Background: an optimization exercise with open tools, aiming at small area. Do not read the settings as production practice.
In this exercise RTL edits were held to simulation tests only and were not proved equivalent to the original.
The clock port is modelled as an ideal driver, which makes a skipped or thinned clock tree look cheaper than it is; a real chip needs a root buffer or a tree.

==> flow/design.v <==
module simple_stack(in, out, clk, direction, enable);
	input [15:0] in;
	output [15:0] out;
	input clk, enable, direction;
	reg [15:0] t;
	reg [15:0] mem[0:26];
	reg [4:0] q;
	reg [4:0] g;
	integer i;
	wire push = enable & ~direction;
	wire pop  = enable & direction & (g != 5'd0);
	reg [3:0] lo, lo_r, lo_w;
	reg [6:0] hi;
	reg [26:0] at_w;
	reg [15:0] rd;
	reg [26:0] sel;
	reg [15:0] grp[0:8];
	always @(*) begin
		for (i = 0; i < 4; i = i + 1) begin
			lo[i]   = (q[1:0] == i);
			lo_r[i] = lo[i] & ~push;
			lo_w[i] = lo[i] & push;
		end
		for (i = 0; i < 7; i = i + 1)
			hi[i] = (q[4:2] == i);
		for (i = 0; i < 27; i = i + 1) begin
			sel[i] = hi[i / 4] & lo_r[i % 4];
			at_w[i] = hi[i / 4] & lo_w[i % 4];
		end
		for (i = 0; i < 9; i = i + 1)
			grp[i] = ({16{sel[3*i]}} & mem[3*i]) | ({16{sel[3*i+1]}} & mem[3*i+1])
			       | ({16{sel[3*i+2]}} & mem[3*i+2]);
		rd = (({16{push}} & in) | grp[0] | grp[1]) | (grp[2] | grp[3] | grp[4])
		   | (grp[5] | grp[6] | grp[7] | grp[8]);
	end
	assign out = t;
	always @(posedge clk) begin
		for (i = 0; i < 27; i = i + 1)
			if (at_w[(i + 26) % 27])
				mem[i] <= t;
		if (push | pop)
			t <= rd;
		if (push | pop) begin
			if (push & (q >= 5'd26)) q <= 5'd0;
			else if (pop & (q == 5'd0)) q <= 5'd26;
			else q <= q + {{4{pop}}, 1'b1};
			if (push & (g >= 5'd27)) g <= 5'd27;
			else g <= g + {{4{pop}}, 1'b1};
		end
	end
endmodule
clock: 5.0 ns
lec_check: 0
cap_margin: 10
core_margin: 2
core_utilization: 55
slew_margin: 10
standard.sh (not shown) runs the stock make flow with config.mk's settings and CLKGATE_MAP_FILE= SYNTH_SCRIPT=/design/flow/synth_recipe.tcl, a recipe that flattens the netlist after the stock synthesis.
==> flow/flow/run.sh <==
#!/bin/bash
# Own layout flow: the standard flow, with an area-oriented ABC script in
# synthesis, port buffers of the smallest size, drivers upsized instead of
# buffered after placement, and a leaner clock tree. Each step's output goes
# to a log file here; ORFS keeps its own logs in orfs/logs.
set -euo pipefail
here=$(pwd)
export AREA_ABC_SCRIPT=$here/flow/area.abc
CTS="-sink_clustering_enable -repair_clock_nets -dont_use_dummy_load"
CTS="$CTS -buf_list sky130_fd_sc_hd__clkbuf_16 -sink_clustering_size 30 -sink_clustering_max_diameter 80"
std() {
  bash standard.sh SYNTH_SCRIPT=$here/flow/my_synth.tcl "CTS_ARGS=$CTS" \
    "BUFFER_PORTS_ARGS=-buffer_cell sky130_fd_sc_hd__buf_1" "$@"
}
std synth > synth.log 2>&1
std place > place.log 2>&1
RESULTS=$here/orfs/results/sky130hd/simple_stack/base \
DONT_USE="$(make -s -C "$FLOW_HOME" DESIGN_CONFIG=$here/config.mk WORK_HOME=$here/orfs print-DONT_USE_CELLS | sed 's/^DONT_USE_CELLS: //')" \
  openroad -no_init -exit $here/flow/upsize_place.tcl > upsize.log 2>&1
std cts > cts.log 2>&1
RESULTS=$here/orfs/results/sky130hd/simple_stack/base \
  openroad -no_init -exit $here/flow/flatten_clock.tcl > flatten_clock.log 2>&1
std ${LF_TARGET:-finish} > layout.log 2>&1
Other scripts of this flow, unchanged in this note and not shown: flow/flow/area.abc, flow/flow/flatten_clock.tcl, flow/flow/my_synth.tcl, flow/flow/upsize_place.tcl
==> next run, changes <==
==> flow/design.v (replaced) <==
module simple_stack(in, out, clk, direction, enable);
	input [15:0] in;
	output [15:0] out;
	input clk, enable, direction;
	reg [15:0] t;
	reg [15:0] mem[0:26];
	reg [4:0] q;
	reg [4:0] g;
	integer i;
	wire push = enable & ~direction;
	wire pop  = enable & direction & (g != 5'd0);
	reg [3:0] lo, lo_r, lo_w;
	reg [6:0] hi;
	reg [26:0] at_w;
	reg [15:0] rd;
	reg [26:0] sel;
	reg [15:0] grp[0:8];
	always @(*) begin
		for (i = 0; i < 4; i = i + 1) begin
			lo[i]   = (q[1:0] == i);
			lo_r[i] = lo[i] & pop;
			lo_w[i] = lo[i] & push;
		end
		for (i = 0; i < 7; i = i + 1)
			hi[i] = (q[4:2] == i);
		for (i = 0; i < 27; i = i + 1) begin
			sel[i] = hi[i / 4] & lo_r[i % 4];
			at_w[i] = hi[i / 4] & lo_w[i % 4];
		end
		for (i = 0; i < 9; i = i + 1)
			grp[i] = ({16{sel[3*i]}} & mem[3*i]) | ({16{sel[3*i+1]}} & mem[3*i+1])
			       | ({16{sel[3*i+2]}} & mem[3*i+2]);
		rd = (({16{push}} & in) | ({16{~(push | pop)}} & t) | grp[0] | grp[1]) | (grp[2] | grp[3] | grp[4])
		   | (grp[5] | grp[6] | grp[7] | grp[8]);
	end
	assign out = t;
	always @(posedge clk) begin
		for (i = 0; i < 27; i = i + 1)
			if (at_w[(i + 26) % 27])
				mem[i] <= t;
		t <= rd;
		if (push & (q >= 5'd26)) q <= 5'd0;
		else if (pop & (q == 5'd0)) q <= 5'd26;
		else q <= q + {{4{pop}}, push | pop};
		if (push & (g >= 5'd27)) g <= 5'd27;
		else g <= g + {{4{pop}}, push | pop};
	end
endmodule
Outcome: Area after synthesis fell slightly. Final cell count fell slightly. Count of clock-buffer cells in the layout does not change. Routed wire length fell by a few percent. Non-clock buffer count fell by 11.

[re-timing with driven ports]
How much do the figures lean on ideal ports? The routed layouts below were timed once more, with nothing changed but the port constraints.
Step 1 assumes that a clkbuf_16 drives the clock port and a buf_2 every other input.
Step 2 adds t to the input delays and takes it off the output delays; t is the mean of the earliest and latest rising clock arrival at the registers after step 1. Input paths then give back, and output paths get back, about the clock's delay inside the block.
Slacks: ideal ports / drivers / drivers and shift; pairs: ideal ports / drivers.
run	t, ns	slack for setup (ns)	pins driven straight from the clock port
the first run	0.550	1.572 / 1.600 / 1.050	1
the second run	0.538	1.316 / 1.316 / 0.929	1
After both steps every run listed still meets setup and hold. For the first run, which loses most, drivers alone change the setup slack by +0.028 ns; drivers and shift together by -0.522 ns.
